Context: an optimization exercise on an open-source flow, tuned for small area. The choices shown serve that exercise and are no tape-out recipe. Only simulation tests tie the RTL to the original design; equivalence was not proved. No activity file was given, so power comes from the tool's default toggle rates.

==> design.v <==
`timescale 1ns / 1ps
module morze2 (input clock,
input reset, input [10:0] data,  output reg buzz);
reg [24:0] clk; 
reg[3:0] clk_div1;
reg flag;
reg [4:0] clk_div2;
reg[9:0] cnt;
reg[3:0] state; 
reg res;
parameter   duo=14,    
		    lai=12;
always@(posedge clock or negedge reset)
begin
	if(!reset) begin
		clk_div1<=0;
	 end
	else begin
		if(clk_div1!=11)
			clk_div1<=clk_div1+1;
		else
			clk_div1<=0;
	 end
end
always@ (posedge clock or negedge reset)
begin
	if (!reset) begin
		clk_div2<=0;
		state<=0;
		cnt<=0;
		buzz<=1;
	 end
	else if(clk_div1==11) 
	begin
	case (data)
	11'b10000111000: begin  
			case(state)
			3'b000: begin                
				cnt<=cnt+1;
				if(cnt==10'h03f) 
					state<=3'b001;
				if(clk_div2!=14)   
					clk_div2<=clk_div2+1;
				else begin
					clk_div2<=0;
					buzz<=~buzz;
				end
			 end
			3'b001: begin				 
				cnt<=cnt+1;
				if(cnt==10'h3ff) 
					state<=3'b010;
				if(clk_div2!=lai)
					clk_div2<=clk_div2+1;  
				else begin
					clk_div2<=0;
					buzz<=1;
				end
				end
			3'b010: begin                
				cnt<=cnt+1;
				if(cnt==10'h3ff) 
					state<=3'b011;
				if(clk_div2!=14)   
					clk_div2<=clk_div2+1;
				else begin
					clk_div2<=0;
					buzz<=~buzz;
				end
				end
				3'b011: begin                
					buzz<=1;
					cnt<=0;
					clk_div2<=0;
					end
					endcase
		end
  11'b10001100100:begin  
		case(state)
			3'b000: begin                
				cnt<=cnt+1;
				if(cnt==10'h3ff) 
					state<=3'b001;
				if(clk_div2!=14)   
					clk_div2<=clk_div2+1;
				else begin
					clk_div2<=0;
					buzz<=~buzz;
				end
				end
				3'b001: begin                
				cnt<=cnt+1;
				if(cnt==10'h3ff) 
					state<=3'b010;
				if(clk_div2!=12)   
					clk_div2<=clk_div2+1;
				else begin
					clk_div2<=0;
					buzz<=1;
				end
				end
			3'b010: begin                
				cnt<=cnt+1;
				if(cnt==10'h03f) 
					state<=3'b011;
				if(clk_div2!=14)   
					clk_div2<=clk_div2+1;
				else begin
					clk_div2<=0;
					buzz<=~buzz;
				end
			 end
			3'b011: begin				 
				cnt<=cnt+1;
				if(cnt==10'h3ff) 
					state<=3'b100;
				if(clk_div2!=12)
					clk_div2<=clk_div2+1;  
				else begin
					clk_div2<=0;
					buzz<=1;
				end
				end
			3'b100: begin                
				cnt<=cnt+1;
				if(cnt==10'h03f) 
					state<=3'b101;
				if(clk_div2!=14)   
					clk_div2<=clk_div2+1;
				else begin
					clk_div2<=0;
					buzz<=~buzz;
				end
			   end
			3'b101: begin				 
				cnt<=cnt+1;
				if(cnt==10'h3ff) 
					state<=3'b110;
				if(clk_div2!=12)
					clk_div2<=clk_div2+1;  
				else begin
					clk_div2<=0;
					buzz<=1;
				end
				end
			3'b110:begin                
				cnt<=cnt+1;
				if(cnt==10'h03f) 
					state<=3'b111;
				if(clk_div2!=14)   
					clk_div2<=clk_div2+1;
				else begin
					clk_div2<=0;
					buzz<=~buzz;
				end
			   end	
			3'b111:begin
				buzz<=1;
				cnt<=0;
				clk_div2<=0;
				end
				endcase
			   end
  11'b11001000010: begin 
  case(state)
			   3'b000: begin                
				cnt<=cnt+1;
				if(cnt==10'h3ff) 
					state<=3'b001;
				if(clk_div2!=14)   
					clk_div2<=clk_div2+1;
				else begin
					clk_div2<=0;
					buzz<=~buzz;
				end
				end
				3'b001: begin                
				cnt<=cnt+1;
				if(cnt==10'h3ff) 
					state<=3'b010;
				if(clk_div2!=12)   
					clk_div2<=clk_div2+1;
				else begin
					clk_div2<=0;
					buzz<=1;
				end
				end
			  3'b010: begin                
				cnt<=cnt+1;
				if(cnt==10'h03f) 
					state<=3'b011;
				if(clk_div2!=14)   
					clk_div2<=clk_div2+1;
				else begin
					clk_div2<=0;
					buzz<=~buzz;
				end
			  end
			  3'b011: begin				 
				cnt<=cnt+1;
				if(cnt==10'h3ff) 
					state<=3'b100;
				if(clk_div2!=12)
					clk_div2<=clk_div2+1;  
				else begin
					clk_div2<=0;
					buzz<=1;
				end
				end
				 3'b100: begin                
				cnt<=cnt+1;
				if(cnt==10'h3ff) 
					state<=3'b101;
				if(clk_div2!=14)   
					clk_div2<=clk_div2+1;
				else begin
					clk_div2<=0;
					buzz<=~buzz;
				end
				end
				3'b101: begin                
				cnt<=cnt+1;
				if(cnt==10'h3ff) 
					state<=3'b110;
				if(clk_div2!=12)   
					clk_div2<=clk_div2+1;
				else begin
					clk_div2<=0;
					buzz<=1;
				end
				end
			   3'b110: begin                
				cnt<=cnt+1;
				if(cnt==10'h03f) 
					state<=3'b111;
				if(clk_div2!=14)   
					clk_div2<=clk_div2+1;
				else begin
					clk_div2<=0;
					buzz<=~buzz;
				end
			  end
			  3'b111: begin				 
				cnt<=cnt+1;
				if(cnt==10'h3ff) 
				if(clk_div2!=12)
					clk_div2<=clk_div2+1;  
				else begin
					clk_div2<=0;
					buzz<=1;
				end
				end
				endcase
				end
  11'b10001000110:begin  
	case(state)
			3'b000: begin                
				cnt<=cnt+1;
				if(cnt==10'h3ff) 
					state<=3'b001;
				if(clk_div2!=14)   
					clk_div2<=clk_div2+1;
				else begin
					clk_div2<=0;
					buzz<=~buzz;
				end
				end
				3'b001: begin                
				cnt<=cnt+1;
				if(cnt==10'h3ff) 
					state<=3'b010;
				if(clk_div2!=12)   
					clk_div2<=clk_div2+1;
				else begin
					clk_div2<=0;
					buzz<=1;
				end
				end
			3'b010: begin                
				cnt<=cnt+1;
				if(cnt==10'h03f)       
            	state<=3'b011;
				if(clk_div2!=14)   
					clk_div2<=clk_div2+1;
				else begin
					clk_div2<=0;
					buzz<=~buzz;
				end
			  end
			  3'b011: begin				 
				cnt<=cnt+1;
				if(cnt==10'h3ff) 
					state<=3'b100;
				if(clk_div2!=12)
					clk_div2<=clk_div2+1;  
				else begin
					clk_div2<=0;
					buzz<=1;
						end 
						end
				3'b100: begin                
				cnt<=cnt+1;
				if(cnt==10'h03f)       
            	state<=3'b101;
				if(clk_div2!=14)   
					clk_div2<=clk_div2+1;
				else begin
					clk_div2<=0;
					buzz<=~buzz;
				end
			  end
			  3'b101: begin				 
					clk_div2<=0;
					buzz<=1;
						end
				endcase
				end
  11'b11001001000: begin  
    case (state)
				3'b000: begin                
				cnt<=cnt+1;
				if(cnt==10'h03f)       
            	state<=3'b001;
				if(clk_div2!=14)   
					clk_div2<=clk_div2+1;
				else begin
					clk_div2<=0;
					buzz<=~buzz;
				end
			  end
			  3'b101: begin				 
					clk_div2<=0;
					buzz<=1;
						end
						endcase
						end
  11'b11001010110: begin   
		case (state)
				4'b0000: begin                
				cnt<=cnt+1;
				if(cnt==10'h03f)       
            	state<=3'b001;
				if(clk_div2!=14)   
					clk_div2<=clk_div2+1;
				else begin
					clk_div2<=0;
					buzz<=~buzz;
				end
			  end	
				4'b0001: begin				 
				cnt<=cnt+1;
				if(cnt==10'h3ff) 
					state<=3'b010;
				if(clk_div2!=12)
					clk_div2<=clk_div2+1;  
				else begin
					clk_div2<=0;
					buzz<=1;
						end 
						end	
				4'b0010: begin                
				cnt<=cnt+1;
				if(cnt==10'h03f)       
            	state<=3'b011;
				if(clk_div2!=14)   
					clk_div2<=clk_div2+1;
				else begin
					clk_div2<=0;
					buzz<=~buzz;
				end
			  end	
				4'b0011: begin				 
				cnt<=cnt+1;
				if(cnt==10'h3ff) 
					state<=3'b100;
				if(clk_div2!=12)
					clk_div2<=clk_div2+1;  
				else begin
					clk_div2<=0;
					buzz<=1;
						end 
						end
				4'b0100: begin                
				cnt<=cnt+1;
				if(cnt==10'h3ff) 
					state<=3'b101;
				if(clk_div2!=14)   
					clk_div2<=clk_div2+1;
				else begin
					clk_div2<=0;
					buzz<=~buzz;
				end
				end
				4'b0101: begin                
				cnt<=cnt+1;
				if(cnt==10'h3ff) 
					state<=3'b111;
				if(clk_div2!=12)   
					clk_div2<=clk_div2+1;
				else begin
					clk_div2<=0;
					buzz<=1;
				end
				end
				4'b0111: begin                
				cnt<=cnt+1;
				if(cnt==10'h03f)
				 state<=4'b1000;
				if(clk_div2!=14)   
					clk_div2<=clk_div2+1;
				else begin
					clk_div2<=0;
					buzz<=~buzz;
				end
				end
				4'b1000:begin	
					clk_div2<=0;
					buzz<=1;
					end
				endcase
						end
  11'b10001101000: begin  
       case (state)
				4'b0000: begin                
				cnt<=cnt+1;
				if(cnt==10'h3ff) 
					state<=4'b0001;
				if(clk_div2!=14)   
					clk_div2<=clk_div2+1;
				else begin
					clk_div2<=0;
					buzz<=~buzz;
				end
				end
				4'b0001: begin                
				cnt<=cnt+1;
				if(cnt==10'h3ff) 
					state<=4'b0010;
				if(clk_div2!=12)   
					clk_div2<=clk_div2+1;
				else begin
					clk_div2<=0;
					buzz<=1;
				end
				end
				4'b0010: begin                
				cnt<=cnt+1;
				if(cnt==10'h3ff) 
					state<=4'b0011;
				if(clk_div2!=14)   
					clk_div2<=clk_div2+1;
				else begin
					clk_div2<=0;
					buzz<=~buzz;
				end
				end
				4'b0011: begin                
				cnt<=cnt+1;
				if(cnt==10'h3ff) 
					state<=4'b0100;
				if(clk_div2!=12)   
					clk_div2<=clk_div2+1;
				else begin
					clk_div2<=0;
					buzz<=1;
				end
				end
				4'b0100: begin                
				cnt<=cnt+1;
				if(cnt==10'h03f)
				 state<=4'b0101;
				if(clk_div2!=14)   
					clk_div2<=clk_div2+1;
				else begin
					clk_div2<=0;
					buzz<=~buzz;
				end
				end
				4'b0101:begin	
					clk_div2<=0;
					buzz<=1;
					end
				endcase
						end
	11'b11001100110: begin  
	     case (state)
				4'b0000: begin                
				cnt<=cnt+1;
				if(cnt==10'h03f)       
            	state<=4'b0001;
				if(clk_div2!=14)   
					clk_div2<=clk_div2+1;
				else begin
					clk_div2<=0;
					buzz<=~buzz;
				end
			  end	
				4'b0001: begin				 
				cnt<=cnt+1;
				if(cnt==10'h3ff) 
					state<=4'b0010;
				if(clk_div2!=12)
					clk_div2<=clk_div2+1;  
				else begin
					clk_div2<=0;
					buzz<=1;
						end 
						end
				4'b0010: begin                
				cnt<=cnt+1;
				if(cnt==10'h03f)       
            	state<=4'b0011;
				if(clk_div2!=14)   
					clk_div2<=clk_div2+1;
				else begin
					clk_div2<=0;
					buzz<=~buzz;
				end
			  end	
				4'b0011: begin				 
				cnt<=cnt+1;
				if(cnt==10'h3ff) 
					state<=4'b0100;
				if(clk_div2!=12)
					clk_div2<=clk_div2+1;  
				else begin
					clk_div2<=0;
					buzz<=1;
						end 
						end
				4'b0100: begin                
				cnt<=cnt+1;
				if(cnt==10'h03f)       
            	state<=4'b0101;
				if(clk_div2!=14)   
					clk_div2<=clk_div2+1;
				else begin
					clk_div2<=0;
					buzz<=~buzz;
				end
			  end	
				4'b0101: begin				 
				cnt<=cnt+1;
				if(cnt==10'h3ff) 
					state<=4'b0110;
				if(clk_div2!=12)
					clk_div2<=clk_div2+1;  
				else begin
					clk_div2<=0;
					buzz<=1;
						end 		
						end
				4'b0110: begin                
				cnt<=cnt+1;
				if(cnt==10'h03f)       
            	state<=4'b0111;
				if(clk_div2!=14)   
					clk_div2<=clk_div2+1;
				else begin
					clk_div2<=0;
					buzz<=~buzz;
				end
			  end	
				4'b0111: begin				 
					clk_div2<=0;
					buzz<=1;
						end 		
				endcase
				end
	11'b10010000110: begin  
      case (state)
				3'b000: begin                
				cnt<=cnt+1;
				if(cnt==10'h03f)       
            	state<=3'b001;
				if(clk_div2!=14)   
					clk_div2<=clk_div2+1;
				else begin
					clk_div2<=0;
					buzz<=~buzz;
				end
			  end
			  3'b001: begin				 
				cnt<=cnt+1;
				if(cnt==10'h3ff) 
					state<=3'b010;
				if(clk_div2!=12)
					clk_div2<=clk_div2+1;  
				else begin
					clk_div2<=0;
					buzz<=1;
						end 
						end
				3'b010: begin                
				cnt<=cnt+1;
				if(cnt==10'h03f)       
            	state<=3'b011;
				if(clk_div2!=14)   
					clk_div2<=clk_div2+1;
				else begin
					clk_div2<=0;
					buzz<=~buzz;
				end
			  end
			  3'b011: begin				 
					clk_div2<=0;
					buzz<=1;
						end 
				endcase
				end
	11'b10001110110: begin	 
			case (state)
				4'b000: begin                
				cnt<=cnt+1;
				if(cnt==10'h03f)       
            	state<=4'b0001;
				if(clk_div2!=14)   
					clk_div2<=clk_div2+1;
				else begin
					clk_div2<=0;
					buzz<=~buzz;
				end
			  end
			  4'b001: begin				 
				cnt<=cnt+1;
				if(cnt==10'h3ff) 
					state<=4'b0010;
				if(clk_div2!=12)
					clk_div2<=clk_div2+1;  
				else begin
					clk_div2<=0;
					buzz<=1;
						end 
						end
				4'b0010: begin                
				cnt<=cnt+1;
				if(cnt==10'h3ff) 
					state<=4'b0011;
				if(clk_div2!=14)   
					clk_div2<=clk_div2+1;
				else begin
					clk_div2<=0;
					buzz<=~buzz;
				end
				end
				4'b0011: begin                
				cnt<=cnt+1;
				if(cnt==10'h3ff) 
					state<=4'b0100;
				if(clk_div2!=12)   
					clk_div2<=clk_div2+1;
				else begin
					clk_div2<=0;
					buzz<=1;
				end
				end
				4'b0100: begin                
				cnt<=cnt+1;
				if(cnt==10'h3ff) 
					state<=4'b0101;
				if(clk_div2!=14)   
					clk_div2<=clk_div2+1;
				else begin
					clk_div2<=0;
					buzz<=~buzz;
				end
				end
				4'b0101: begin                
				cnt<=cnt+1;
				if(cnt==10'h3ff) 
					state<=4'b0110;
				if(clk_div2!=12)   
					clk_div2<=clk_div2+1;
				else begin
					clk_div2<=0;
					buzz<=1;
				end
				end
				4'b0110: begin                
				cnt<=cnt+1;
				if(cnt==10'h3ff) 
					state<=4'b0111;
				if(clk_div2!=14)   
					clk_div2<=clk_div2+1;
				else begin
					clk_div2<=0;
					buzz<=~buzz;
				end
				end
				4'b0111: begin                
				cnt<=cnt+1;
				if(cnt==10'h3ff) 
					state<=4'b1000;
				if(clk_div2!=12)   
					clk_div2<=clk_div2+1;
				else begin
					clk_div2<=0;
					buzz<=1;
				end
				end
				4'b1000: buzz<=1;
				endcase
				end
	11'b11010000100: begin  
			case (state)
				4'b0000: begin                
				cnt<=cnt+1;
				if(cnt==10'h3ff) 
					state<=4'b0001;
				if(clk_div2!=14)   
					clk_div2<=clk_div2+1;
				else begin
					clk_div2<=0;
					buzz<=~buzz;
				end
				end
				4'b0001: begin                
				cnt<=cnt+1;
				if(cnt==10'h3ff) 
					state<=4'b0010;
				if(clk_div2!=12)   
					clk_div2<=clk_div2+1;
				else begin
					clk_div2<=0;
					buzz<=1;
				end
				end
				4'b0010: begin                
				cnt<=cnt+1;
				if(cnt==10'h03f)       
            	state<=4'b0011;
				if(clk_div2!=14)   
					clk_div2<=clk_div2+1;
				else begin
					clk_div2<=0;
					buzz<=~buzz;
				end
			  end
			  4'b0011: begin				 
				cnt<=cnt+1;
				if(cnt==10'h3ff) 
					state<=4'b0100;
				if(clk_div2!=12)
					clk_div2<=clk_div2+1;  
				else begin
					clk_div2<=0;
					buzz<=1;
						end 
						end
				4'b0100: begin               
				cnt<=cnt+1;
				if(cnt==10'h3ff)       
            	state<=4'b0101;
				if(clk_div2!=14)   
					clk_div2<=clk_div2+1;
				else begin
					clk_div2<=0;
					buzz<=~buzz;
				end
			  end
			  4'b0101: begin				 
					clk_div2<=0;
					buzz<=1;
						end 
						endcase
				end
	11'b11010010110: begin	 
			case(state)
				4'b0000: begin                
				cnt<=cnt+1;
				if(cnt==10'h03f)       
            	state<=4'b0001;
				if(clk_div2!=14)   
					clk_div2<=clk_div2+1;
				else begin
					clk_div2<=0;
					buzz<=~buzz;
				end
			  end
			  4'b0001: begin				 
				cnt<=cnt+1;
				if(cnt==10'h3ff) 
					state<=4'b0010;
				if(clk_div2!=12)
					clk_div2<=clk_div2+1;  
				else begin
					clk_div2<=0;
					buzz<=1;
						end 
						end
				4'b0010: begin                
				cnt<=cnt+1;
				if(cnt==10'h3ff) 
					state<=4'b0011;
				if(clk_div2!=14)   
					clk_div2<=clk_div2+1;
				else begin
					clk_div2<=0;
					buzz<=~buzz;
				end
				end
				4'b0011: begin                
				cnt<=cnt+1;
				if(cnt==10'h3ff) 
					state<=4'b0100;
				if(clk_div2!=12)   
					clk_div2<=clk_div2+1;
				else begin
					clk_div2<=0;
					buzz<=1;
				end
				end
				4'b0100: begin                
				cnt<=cnt+1;
				if(cnt==10'h03f)       
            	state<=4'b0101;
				if(clk_div2!=14)   
					clk_div2<=clk_div2+1;
				else begin
					clk_div2<=0;
					buzz<=~buzz;
				end
			  end
			  4'b0101: begin				 
				cnt<=cnt+1;
				if(cnt==10'h3ff) 
					state<=4'b0110;
				if(clk_div2!=12)
					clk_div2<=clk_div2+1;  
				else begin
					clk_div2<=0;
					buzz<=1;
						end
						end
				4'b0110: begin                
				cnt<=cnt+1;
				if(cnt==10'h03f)       
            	state<=4'b0111;
				if(clk_div2!=14)   
					clk_div2<=clk_div2+1;
				else begin
					clk_div2<=0;
					buzz<=~buzz;
				end
			  end
			  4'b0111: begin				 
					clk_div2<=0;
					buzz<=1;
						end 		
				endcase
				end
	11'b11001110100: begin  
			case (state)
				4'b0000: begin                
				cnt<=cnt+1;
				if(cnt==10'h3ff) 
					state<=4'b0001;
				if(clk_div2!=14)   
					clk_div2<=clk_div2+1;
				else begin
					clk_div2<=0;
					buzz<=~buzz;
				end
				end
				4'b0001: begin                
				cnt<=cnt+1;
				if(cnt==10'h3ff) 
					state<=4'b0010;
				if(clk_div2!=12)   
					clk_div2<=clk_div2+1;
				else begin
					clk_div2<=0;
					buzz<=1;
				end
				end
				4'b0010: begin                
				cnt<=cnt+1;
				if(cnt==10'h3ff) 
					state<=4'b0011;
				if(clk_div2!=14)   
					clk_div2<=clk_div2+1;
				else begin
					clk_div2<=0;
					buzz<=~buzz;
				end
				end
				4'b0011: begin                
					clk_div2<=0;
					buzz<=1;
					end
					endcase
					end
	11'b10001100010: begin
			case (state)	
				3'b000: begin                
				cnt<=cnt+1;
				if(cnt==10'h3ff) 
					state<=3'b001;
				if(clk_div2!=14)   
					clk_div2<=clk_div2+1;
				else begin
					clk_div2<=0;
					buzz<=~buzz;
				end
				end
				3'b001: begin                
				cnt<=cnt+1;
				if(cnt==10'h3ff) 
					state<=3'b010;
				if(clk_div2!=12)   
					clk_div2<=clk_div2+1;
				else begin
					clk_div2<=0;
					buzz<=1;
				end
				end
			  3'b010: begin                
				cnt<=cnt+1;
				if(cnt==10'h03f) 
					state<=3'b011;
				if(clk_div2!=14)   
					clk_div2<=clk_div2+1;
				else begin
					clk_div2<=0;
					buzz<=~buzz;
				end
			  end
			  3'b011: begin				 
					clk_div2<=0;
					buzz<=1;
	              end
				endcase
				end
	11'b11010001000: begin  
			case (state)
				4'b0000: begin                
				cnt<=cnt+1;
				if(cnt==10'h3ff) 
					state<=4'b0001;
				if(clk_div2!=14)   
					clk_div2<=clk_div2+1;
				else begin
					clk_div2<=0;
					buzz<=~buzz;
				end
				end
				4'b0001: begin                
				cnt<=cnt+1;
				if(cnt==10'h3ff) 
					state<=4'b0010;
				if(clk_div2!=12)   
					clk_div2<=clk_div2+1;
				else begin
					clk_div2<=0;
					buzz<=1;
				end
				end
				4'b0010: begin                
				cnt<=cnt+1;
				if(cnt==10'h3ff) 
					state<=4'b0011;
				if(clk_div2!=14)   
					clk_div2<=clk_div2+1;
				else begin
					clk_div2<=0;
					buzz<=~buzz;
				end
				end
				4'b0011: begin                
				cnt<=cnt+1;
				if(cnt==10'h3ff) 
					state<=4'b0100;
				if(clk_div2!=12)   
					clk_div2<=clk_div2+1;
				else begin
					clk_div2<=0;
					buzz<=1;
				end
				end
				4'b0100: begin                
				cnt<=cnt+1;
				if(cnt==10'h3ff) 
					state<=4'b0101;
				if(clk_div2!=14)   
					clk_div2<=clk_div2+1;
				else begin
					clk_div2<=0;
					buzz<=~buzz;
				end
				end
				4'b0101: begin                
					clk_div2<=0;
					buzz<=1;
					end
					endcase
				end
	11'b11010011010: begin  
			case(state)
				4'b0000: begin                
				cnt<=cnt+1;
				if(cnt==10'h03f)       
            	state<=4'b0001;
				if(clk_div2!=14)   
					clk_div2<=clk_div2+1;
				else begin
					clk_div2<=0;
					buzz<=~buzz;
				end
			  end
			  4'b0001: begin				 
				cnt<=cnt+1;
				if(cnt==10'h3ff) 
					state<=4'b0010;
				if(clk_div2!=12)
					clk_div2<=clk_div2+1;  
				else begin
					clk_div2<=0;
					buzz<=1;
						end 
						end
				4'b0010: begin                
				cnt<=cnt+1;
				if(cnt==10'h3ff) 
					state<=4'b0011;
				if(clk_div2!=14)   
					clk_div2<=clk_div2+1;
				else begin
					clk_div2<=0;
					buzz<=~buzz;
				end
				end
				4'b0011: begin                
				cnt<=cnt+1;
				if(cnt==10'h3ff) 
					state<=4'b0100;
				if(clk_div2!=12)   
					clk_div2<=clk_div2+1;
				else begin
					clk_div2<=0;
					buzz<=1;
				end
				end
				4'b0100: begin                
				cnt<=cnt+1;
				if(cnt==10'h3ff) 
					state<=4'b0101;
				if(clk_div2!=14)   
					clk_div2<=clk_div2+1;
				else begin
					clk_div2<=0;
					buzz<=~buzz;
				end
				end
				4'b0101: begin                
				cnt<=cnt+1;
				if(cnt==10'h3ff) 
					state<=4'b0110;
				if(clk_div2!=12)   
					clk_div2<=clk_div2+1;
				else begin
					clk_div2<=0;
					buzz<=1;
				end
				end
				4'b0110: begin                
				cnt<=cnt+1;
				if(cnt==10'h03f)       
            	state<=4'b0111;
				if(clk_div2!=14)   
					clk_div2<=clk_div2+1;
				else begin
					clk_div2<=0;
					buzz<=~buzz;
				end
			  end
			  4'b0111: begin				 
					clk_div2<=0;
					buzz<=1;
						end 
				endcase
					end
	11'b10000101010: begin  
			case (state)
				4'b0000: begin                
				cnt<=cnt+1;
				if(cnt==10'h3ff) 
					state<=4'b0001;
				if(clk_div2!=14)   
					clk_div2<=clk_div2+1;
				else begin
					clk_div2<=0;
					buzz<=~buzz;
				end
				end
				4'b0001: begin                
				cnt<=cnt+1;
				if(cnt==10'h3ff) 
					state<=4'b0010;
				if(clk_div2!=12)   
					clk_div2<=clk_div2+1;
				else begin
					clk_div2<=0;
					buzz<=1;
				end
				end
				4'b0010: begin                
				cnt<=cnt+1;
				if(cnt==10'h3ff) 
					state<=4'b0011;
				if(clk_div2!=14)   
					clk_div2<=clk_div2+1;
				else begin
					clk_div2<=0;
					buzz<=~buzz;
				end
				end
				4'b0011: begin                
				cnt<=cnt+1;
				if(cnt==10'h3ff) 
					state<=4'b0100;
				if(clk_div2!=12)   
					clk_div2<=clk_div2+1;
				else begin
					clk_div2<=0;
					buzz<=1;
				end
				end
				4'b0100: begin                
				cnt<=cnt+1;
				if(cnt==10'h03f)       
            	state<=4'b0101;
				if(clk_div2!=14)   
					clk_div2<=clk_div2+1;
				else begin
					clk_div2<=0;
					buzz<=~buzz;
				end
			  end
			  4'b0101: begin				 
				cnt<=cnt+1;
				if(cnt==10'h3ff) 
					state<=4'b0110;
				if(clk_div2!=12)
					clk_div2<=clk_div2+1;  
				else begin
					clk_div2<=0;
					buzz<=1;
						end 
						end
				4'b0110: begin                
				cnt<=cnt+1;
				if(cnt==10'h3ff) 
					state<=4'b0111;
				if(clk_div2!=14)   
					clk_div2<=clk_div2+1;
				else begin
					clk_div2<=0;
					buzz<=~buzz;
				end
				end
				4'b0111: begin                
					clk_div2<=0;
					buzz<=1;
				end
			endcase
				end
	11'b11001011010: begin  
			case(state)
				4'b0000: begin                
				cnt<=cnt+1;
				if(cnt==10'h03f)       
            	state<=4'b0001;
				if(clk_div2!=14)   
					clk_div2<=clk_div2+1;
				else begin
					clk_div2<=0;
					buzz<=~buzz;
				end
			  end
			  4'b0001: begin				 
				cnt<=cnt+1;
				if(cnt==10'h3ff) 
					state<=4'b0010;
				if(clk_div2!=12)
					clk_div2<=clk_div2+1;  
				else begin
					clk_div2<=0;
					buzz<=1;
						end 
						end
				4'b0010: begin                
				cnt<=cnt+1;
				if(cnt==10'h3ff) 
					state<=4'b0011;
				if(clk_div2!=14)   
					clk_div2<=clk_div2+1;
				else begin
					clk_div2<=0;
					buzz<=~buzz;
				end
				end
				4'b0011: begin                
				cnt<=cnt+1;
				if(cnt==10'h3ff) 
					state<=4'b0100;
				if(clk_div2!=12)   
					clk_div2<=clk_div2+1;
				else begin
					clk_div2<=0;
					buzz<=1;
				end
				end
				4'b0100: begin                
				cnt<=cnt+1;
				if(cnt==10'h03f)       
            	state<=4'b0101;
				if(clk_div2!=14)   
					clk_div2<=clk_div2+1;
				else begin
					clk_div2<=0;
					buzz<=~buzz;
				end
			  end
			  4'b0101: begin				 
					clk_div2<=0;
					buzz<=1;
						end 
				endcase
				end
	11'b11000110110: begin  
			case (state)
				4'b0000: begin                
				cnt<=cnt+1;
				if(cnt==10'h03f)       
            	state<=4'b0001;
				if(clk_div2!=14)   
					clk_div2<=clk_div2+1;
				else begin
					clk_div2<=0;
					buzz<=~buzz;
				end
			  end
			  4'b0001: begin				 
				cnt<=cnt+1;
				if(cnt==10'h3ff) 
					state<=4'b0010;
				if(clk_div2!=12)
					clk_div2<=clk_div2+1;  
				else begin
					clk_div2<=0;
					buzz<=1;
						end
						end
				4'b0010: begin                
				cnt<=cnt+1;
				if(cnt==10'h03f)       
            	state<=4'b0011;
				if(clk_div2!=14)   
					clk_div2<=clk_div2+1;
				else begin
					clk_div2<=0;
					buzz<=~buzz;
				end
			  end
			  4'b0011: begin				 
				cnt<=cnt+1;
				if(cnt==10'h3ff) 
					state<=4'b0100;
				if(clk_div2!=12)
					clk_div2<=clk_div2+1;  
				else begin
					clk_div2<=0;
					buzz<=1;
						end
						end
				4'b0100: begin                
				cnt<=cnt+1;
				if(cnt==10'h03f)       
            	state<=4'b0101;
				if(clk_div2!=14)   
					clk_div2<=clk_div2+1;
				else begin
					clk_div2<=0;
					buzz<=~buzz;
				end
			  end
			  4'b0101: begin				 
					clk_div2<=0;
					buzz<=1;
						end 		
				endcase
				end
	11'b10001011000:begin  
			case(state)
			   3'b000: begin                
				cnt<=cnt+1;
				if(cnt==10'h3ff) 
					state<=3'b001;
				if(clk_div2!=14)   
					clk_div2<=clk_div2+1;
				else begin
					clk_div2<=0;
					buzz<=~buzz;
				end
				end
				3'b001: begin                
					clk_div2<=0;
					buzz<=1;
					end
				endcase	
					end
	11'b11001111000: begin  
				case (state)
				4'b0000: begin                
				cnt<=cnt+1;
				if(cnt==10'h03f)       
            	state<=4'b0001;
				if(clk_div2!=14)   
					clk_div2<=clk_div2+1;
				else begin
					clk_div2<=0;
					buzz<=~buzz;
				end
			  end
			  4'b0001: begin				 
				cnt<=cnt+1;
				if(cnt==10'h3ff) 
					state<=4'b0010;
				if(clk_div2!=12)
					clk_div2<=clk_div2+1;  
				else begin
					clk_div2<=0;
					buzz<=1;
						end
						end
				4'b0010: begin                
				cnt<=cnt+1;
				if(cnt==10'h03f)       
            	state<=4'b0011;
				if(clk_div2!=14)   
					clk_div2<=clk_div2+1;
				else begin
					clk_div2<=0;
					buzz<=~buzz;
				end
			  end
			  4'b0011: begin				 
				cnt<=cnt+1;
				if(cnt==10'h3ff) 
					state<=4'b0100;
				if(clk_div2!=12)
					clk_div2<=clk_div2+1;  
				else begin
					clk_div2<=0;
					buzz<=1;
					end
					end
			 4'b0100: begin                
				cnt<=cnt+1;
				if(cnt==10'h3ff) 
					state<=4'b0101;
				if(clk_div2!=14)   
					clk_div2<=clk_div2+1;
				else begin
					clk_div2<=0;
					buzz<=~buzz;
				end
				end
				4'b0101: begin                
					clk_div2<=0;
					buzz<=1;
					end
				endcase	
					end	
	11'b10001010100:begin  
			case (state)
				4'b0000: begin                
				cnt<=cnt+1;
				if(cnt==10'h03f)       
            	state<=4'b0001;
				if(clk_div2!=14)   
					clk_div2<=clk_div2+1;
				else begin
					clk_div2<=0;
					buzz<=~buzz;
				end
			   end
			   4'b0001: begin				 
				cnt<=cnt+1;
				if(cnt==10'h3ff) 
					state<=4'b0010;
				if(clk_div2!=12)
					clk_div2<=clk_div2+1;  
				else begin
					clk_div2<=0;
					buzz<=1;
						end
						end
				4'b0010: begin                
				cnt<=cnt+1;
				if(cnt==10'h03f)       
            	state<=4'b0011;
				if(clk_div2!=14)   
					clk_div2<=clk_div2+1;
				else begin
					clk_div2<=0;
					buzz<=~buzz;
				end
			  end
			   4'b0011: begin				 
				cnt<=cnt+1;
				if(cnt==10'h3ff) 
					state<=4'b0100;
				if(clk_div2!=12)
					clk_div2<=clk_div2+1;  
				else begin
					clk_div2<=0;
					buzz<=1;
					end
					end
			   4'b0100: begin                
				cnt<=cnt+1;
				if(cnt==10'h03f)       
            	state<=4'b0101;
				if(clk_div2!=14)   
					clk_div2<=clk_div2+1;
				else begin
					clk_div2<=0;
					buzz<=~buzz;
				end
			  end
			   4'b0101: begin				 
				cnt<=cnt+1;
				if(cnt==10'h3ff) 
					state<=4'b0110;
				if(clk_div2!=12)
					clk_div2<=clk_div2+1;  
				else begin
					clk_div2<=0;
					buzz<=1;
					end
					end
			   4'b0110: begin                
				cnt<=cnt+1;
				if(cnt==10'h3ff) 
					state<=4'b0111;
				if(clk_div2!=14)   
					clk_div2<=clk_div2+1;
				else begin
					clk_div2<=0;
					buzz<=~buzz;
				end
				end
				4'b0111: begin                
					clk_div2<=0;
					buzz<=1;
					end
				endcase	
					end
	11'b11000111010: begin  
			case(state)
				4'b0000: begin                
				cnt<=cnt+1;
				if(cnt==10'h03f)       
            	state<=4'b0001;
				if(clk_div2!=14)   
					clk_div2<=clk_div2+1;
				else begin
					clk_div2<=0;
					buzz<=~buzz;
				end
			  end
			  4'b0001: begin				 
				cnt<=cnt+1;
				if(cnt==10'h3ff) 
					state<=4'b0010;
				if(clk_div2!=12)
					clk_div2<=clk_div2+1;  
				else begin
					clk_div2<=0;
					buzz<=1;
						end 
						end
				4'b0010: begin                
				cnt<=cnt+1;
				if(cnt==10'h3ff) 
					state<=4'b0011;
				if(clk_div2!=14)   
					clk_div2<=clk_div2+1;
				else begin
					clk_div2<=0;
					buzz<=~buzz;
				end
				end
				4'b0011: begin                
				cnt<=cnt+1;
				if(cnt==10'h3ff) 
					state<=4'b0100;
				if(clk_div2!=12)   
					clk_div2<=clk_div2+1;
				else begin
					clk_div2<=0;
					buzz<=1;
				end
				end
				4'b0100: begin                
				cnt<=cnt+1;
				if(cnt==10'h3ff) 
					state<=4'b0101;
				if(clk_div2!=14)   
					clk_div2<=clk_div2+1;
				else begin
					clk_div2<=0;
					buzz<=~buzz;
				end
				end
				4'b0101: begin                
					clk_div2<=0;
					buzz<=1;
				end
				endcase
				end
	11'b11001000100: begin  
			case (state)
				4'b0000: begin                
				cnt<=cnt+1;
				if(cnt==10'h3ff) 
					state<=4'b0001;
				if(clk_div2!=14)   
					clk_div2<=clk_div2+1;
				else begin
					clk_div2<=0;
					buzz<=~buzz;
				end
				end
				4'b0001: begin                
				cnt<=cnt+1;
				if(cnt==10'h3ff) 
					state<=4'b0010;
				if(clk_div2!=12)   
					clk_div2<=clk_div2+1;
				else begin
					clk_div2<=0;
					buzz<=1;
				end
				end
				4'b0010: begin                
				cnt<=cnt+1;
				if(cnt==10'h03f)       
            	state<=4'b0011;
				if(clk_div2!=14)   
					clk_div2<=clk_div2+1;
				else begin
					clk_div2<=0;
					buzz<=~buzz;
				end
			  end
			  4'b0011: begin				 
				cnt<=cnt+1;
				if(cnt==10'h3ff) 
					state<=4'b0100;
				if(clk_div2!=12)
					clk_div2<=clk_div2+1;  
				else begin
					clk_div2<=0;
					buzz<=1;
						end
					end
				4'b0100: begin                
				cnt<=cnt+1;
				if(cnt==10'h03f)       
            	state<=4'b0101;
				if(clk_div2!=14)   
					clk_div2<=clk_div2+1;
				else begin
					clk_div2<=0;
					buzz<=~buzz;
				end
			  end
			  4'b0101: begin				 
				cnt<=cnt+1;
				if(cnt==10'h3ff) 
					state<=4'b0110;
				if(clk_div2!=12)
					clk_div2<=clk_div2+1;  
				else begin
					clk_div2<=0;
					buzz<=1;
						end
					end
				4'b0110: begin                
				cnt<=cnt+1;
				if(cnt==10'h3ff) 
					state<=4'b0111;
				if(clk_div2!=14)   
					clk_div2<=clk_div2+1;
				else begin
					clk_div2<=0;
					buzz<=~buzz;
				end
				end
				4'b0111: begin                
					clk_div2<=0;
					buzz<=1;	
					end
					endcase
					end
	11'b11001101010: begin  
	      case (state)
				4'b0000: begin                
				cnt<=cnt+1;
				if(cnt==10'h3ff) 
					state<=4'b0001;
				if(clk_div2!=14)   
					clk_div2<=clk_div2+1;
				else begin
					clk_div2<=0;
					buzz<=~buzz;
				end
				end
				4'b0001: begin                
				cnt<=cnt+1;
				if(cnt==10'h3ff) 
					state<=4'b0010;
				if(clk_div2!=12)   
					clk_div2<=clk_div2+1;
				else begin
					clk_div2<=0;
					buzz<=1;
				end
				end
				4'b0010: begin                
				cnt<=cnt+1;
				if(cnt==10'h03f)       
            	state<=4'b0011;
				if(clk_div2!=14)   
					clk_div2<=clk_div2+1;
				else begin
					clk_div2<=0;
					buzz<=~buzz;
				end
			   end
			   4'b0011: begin				 
				cnt<=cnt+1;
				if(cnt==10'h3ff) 
					state<=4'b0100;
				if(clk_div2!=12)
					clk_div2<=clk_div2+1;  
				else begin
					clk_div2<=0;
					buzz<=1;
						end
					end
				4'b0100: begin                
				cnt<=cnt+1;
				if(cnt==10'h3ff) 
					state<=4'b0101;
				if(clk_div2!=14)   
					clk_div2<=clk_div2+1;
				else begin
					clk_div2<=0;
					buzz<=~buzz;
				end
				end
				4'b0101: begin                
				cnt<=cnt+1;
				if(cnt==10'h3ff) 
					state<=4'b0110;
				if(clk_div2!=12)   
					clk_div2<=clk_div2+1;
				else begin
					clk_div2<=0;
					buzz<=1;
				end
				end
				4'b0110: begin                
				cnt<=cnt+1;
				if(cnt==10'h3ff) 
					state<=4'b0111;
				if(clk_div2!=14)   
					clk_div2<=clk_div2+1;
				else begin
					clk_div2<=0;
					buzz<=~buzz;
				end
				end
				4'b0111: begin                
					clk_div2<=0;
					buzz<=1;
				end
				endcase
				end
	11'b10000110100: begin  
			case (state)
				4'b0000: begin                
				cnt<=cnt+1;
				if(cnt==10'h3ff) 
					state<=4'b0001;
				if(clk_div2!=14)   
					clk_div2<=clk_div2+1;
				else begin
					clk_div2<=0;
					buzz<=~buzz;
				end
				end
				4'b0001: begin                
				cnt<=cnt+1;
				if(cnt==10'h3ff) 
					state<=4'b0010;
				if(clk_div2!=12)   
					clk_div2<=clk_div2+1;
				else begin
					clk_div2<=0;
					buzz<=1;
				end
				end
				4'b0010: begin                
				cnt<=cnt+1;
				if(cnt==10'h3ff) 
					state<=4'b0011;
				if(clk_div2!=14)   
					clk_div2<=clk_div2+1;
				else begin
					clk_div2<=0;
					buzz<=~buzz;
				end
				end
				4'b0011: begin                
				cnt<=cnt+1;
				if(cnt==10'h3ff) 
					state<=4'b0100;
				if(clk_div2!=12)   
					clk_div2<=clk_div2+1;
				else begin
					clk_div2<=0;
					buzz<=1;
				end
				end
				4'b0100: begin                
				cnt<=cnt+1;
				if(cnt==10'h03f)       
            	state<=4'b0101;
				if(clk_div2!=14)   
					clk_div2<=clk_div2+1;
				else begin
					clk_div2<=0;
					buzz<=~buzz;
					end
			   end
			   4'b0101: begin				 
				cnt<=cnt+1;
				if(cnt==10'h3ff) 
					state<=4'b0110;
				if(clk_div2!=12)
					clk_div2<=clk_div2+1;  
				else begin
					clk_div2<=0;
					buzz<=1;
						end
					end
				4'b0110: begin                
				cnt<=cnt+1;
				if(cnt==10'h03f)       
            	state<=4'b0111;
				if(clk_div2!=14)   
					clk_div2<=clk_div2+1;
				else begin
					clk_div2<=0;
					buzz<=~buzz;
					end
			   end
			   4'b0111: begin				 
					clk_div2<=0;
					buzz<=1;
						end
				endcase
					end
   11'b11111100000: begin  
				clk_div2<=0;
				state<=0;
				cnt<=0;
				buzz<=1;
				end
default: buzz<=1; 
endcase
end
end
 endmodule
==> run.sh <==
#!/bin/bash
# synth_recipe.tcl (not shown) runs the flow's synth.tcl, then flattens the netlist and writes it again
# the make line also repeats each setting of config.mk as NAME=value (left out here)
make -C /OpenROAD-flow-scripts/flow DESIGN_CONFIG=/design/flow/config.mk WORK_HOME=/design/flow/orfs CLKGATE_MAP_FILE= SYNTH_SCRIPT=/design/flow/synth_recipe.tcl finish
==> config.mk <==
export PLATFORM = sky130hd
export DESIGN_NAME = morze2
export DESIGN_NICKNAME = morze2
export VERILOG_FILES = /design/flow/design.v
export SDC_FILE = /design/flow/constraint.sdc
export NUM_CORES = 4
export LEC_CHECK = 0
export CAP_MARGIN = 20
export CORE_MARGIN = 2
export CORE_UTILIZATION = 40
export SLEW_MARGIN = 20
==> constraint.sdc <==
create_clock -name core_clock -period 6.0 [get_ports {clock}]
set_input_delay 1.2000 -clock core_clock [delete_from_list [all_inputs] [get_ports {clock}]]
set_output_delay 1.2000 -clock core_clock [all_outputs]
set_load 0.01 [all_outputs]
==> results.tsv <==
metric	value	unit
start_util	0.409	
drtIter0Drc	764	
power_frac_comb	0.239	
numCtsBuffers	3	
grt_antenna_before_repair	0	
coreArea	9730	um^2
synthTopCellsByCount	nand2_1 (56), nor2_1 (48), o21ai_0 (43)	
slowest_delay	0.75	ns
cts.hold.buffers_added	0	
cts.htree.levels	1	
cpMostUsedCell	nand3_1	
ys_types	86	
finClkSkew	0.00396	ns
outcome	complete, no violations	
vdd_ir_drop_max	0.0000865	V
final_antenna_net_count	0	
clock-sinks	24	
maxSlewViolCount	0	
post_drt_wl_per_cell	22.4	um
avgSynthCellArea	6.96	um^2
cts_resized	0	
switchingPower	0.122	mW
route.detailed.drc	0	
post-route-util	0.437	
row_count	36	
netlist_instances	572	
vias	4893	
fill_cells	1058	
max-cap-violations	0	
sw_frac_of_total	0.299	
power_per_cell_area	96.3	nW/um^2
rsz0062_at_grt	no	
setup_viol	0	
finalSetupTns	0	ns
grt_pass1_vias	4548	
die_h	104	um
place.gp.congestion	0.996	
nets	576	
dp_hpwl	11300	um
syn_to_final_growth	6.72	%
hold_class	register to register	
p_clk_frac	0.354	
crit_path_max_fanout	13	
synth_edf_count	0	
fin_crit_sh	0.776	
insertedDiodeCount	0	
p_int	0.287	mW
cp-start-kind	input pin	
synth_async_sr_flop_share	1.00	
io_buffers	13	
multi_input_area	3150	um^2
cpMaxStageDelayCell	nor4b_2	
fmax	0.215	GHz
clk_path_buf_depth	2	
synth_area	3980	um^2
worst-setup-path-type	input pin to register	
sequentialPowerShare	0.407	
yosysSeqAreaShare	0.151	
grt_max_degree	39	
grt_overflow	0	
slew_headroom	0.373	
p_leak	1.50	nW
ys_warn_count	1	
power	0.409	mW
post-route-min-period	4.66	ns
synthFlopType	dfrtp_1	
via_per_inst	7.09	
cts_tree	yes	
clk_pin_slew_worst_paths	0.09	ns
seq_area	602	um^2
grt_pass1_wl	24600	um
clkLatencyLatePin	0.27	ns
hold_violations	0	
cts_setup_buffers	0	
dr.pass1.iters	5	
worstPathArrival	4.84	ns
ys_top_cells_by_area	dfrtp_1 (14%), o21ai_0 (5.4%), nand2_1 (5.3%)	
grtUsageTotal	0.279	
tightest_slew	0.938	ns
drive_above_1_share	0.0844	
synth_fp_nets	590	
crit_path_end_kind	register	
synth-seq-cells	24	
synth_top_area_share	0.144	
worstPathRequired	6.18	ns
cp_cell_sequence	clkdlybuf4s50_1 -> nor4b_2 -> nand3_1 -> nand4_2 -> nor3_1 -> nand4b_1 -> nand3_1 -> or2_1 -> o31ai_1	
synth.most_common_cell	nand2_1	
cts_root_buf	clkbuf_8	
fin_hold_ws	0.461	ns
die_area	10800	um^2
drt-total-wl	15500	um
io_pins	14	
synth_top_cell_by_area	dfrtp_1	
die_w	104	um
## area by class of cell
cell class                 instances  area share
inverter                          10     0.00883
timing repair buffer              26      0.0524
sequential                        24       0.142
clock buffer                       3     0.00971
clock inverter                     1     0.00706
multi-input combinational        493       0.741
tap                              133      0.0391
## through the flow
stage | cells | area [um^2] | setup WS [ns]
after detailed placement | 686 | 4190 | 1.15
final | 690 | 4250 | 1.34
after floorplan | 572 | 3980 | 2.66
after global placement | 686 | 4190 | 1.20
after global routing | 690 | 4250 | 1.07
after CTS | 690 | 4260 | 1.49
## path summary, 6_finish.rpt
path                       slack (ns)   startpoint     endpoint  cells past startpoint
max                              1.34      data[2]       cnt[6]                      9
min                              0.46  clk_div1[0]  clk_div1[0]                      1
max reg2reg                      2.68       cnt[0]     state[2]                      9
min reg2reg                      0.46  clk_div1[0]  clk_div1[0]                      1
max in group asynchronous        4.70        reset     state[3]                      1
min in group asynchronous        0.91        reset  clk_div2[1]                      1
## worst max-delay path: cells and delay by family
family	cells	cell delay [ns]
simple gates	7	2.71
buf+inv	1	0.65
compound gates	1	0.26
## layout by cell type, fill, tap and decap left out, types with 9 or more instances in the layout
cell type,count
nand2_1,56
nand4_1,9
buf_4,13
nand3_1,42
and3_1,12
a21oi_1,39
a31oi_1,14
o22ai_1,13
o31ai_1,11
o21ai_0,43
nor2_1,48
dfrtp_1,23
nor3_1,22
clkdlybuf4s50_1,12
## per-layer routing
metal  track usage  share of wire
met1         0.395           0.42
met2         0.438           0.45
met3        0.0516           0.10
met4        0.0714          0.025
met5             0              0
## cells by family after synthesis
kind of cell / share of synthesized area
AOI/OAI and AO/OA: 0.353
xor gates and xnor gates: 0.0154
and+or+nand+nor: 0.383
buffers and inverters: 0.0578
muxes: 0.0188
adders and majority gates: 0.0207
DFF: 0.151
## power by group through the flow
stage               Clock, mW  Sequential, mW  Combinational [mW]
finish                  0.145           0.167              0.0980
global route            0.156           0.167               0.106
CTS                     0.151           0.167              0.0957
detailed placement          0           0.170              0.0952
global placement            0           0.170              0.0943
floorplan                   0           0.169              0.0641
## flip-flops by register name (all words and copies together), names as in the netlist
signal,count
cnt,10
clk_div2,5
clk_div1,4
state,4
buzz,1

[afterwards: timing with drivers on the ports]
Ports are ideal in the flow. The routed layout listed here was re-timed in OpenROAD. Step 1 assumes that a clkbuf_16 drives the clock port and a buf_2 every other input. Step 2 times the ports against the registers' clock, not the clock port: input delays grow and output delays shrink by t, the midpoint of the rising clock arrivals with the driver on. Slacks: no drivers / after step 1 / after step 2; pairs: no drivers / after step 1.
t, ns: 0.297
setup slack, ns: 1.343 / 1.351 / 1.054
worst slew at a driven data input, ns: 0.03
cell pins on the clock port's net: 1
After both steps setup and hold are still met in this run. The setup slack of this run moves by +0.008 ns with the drivers and by -0.289 ns with both steps.
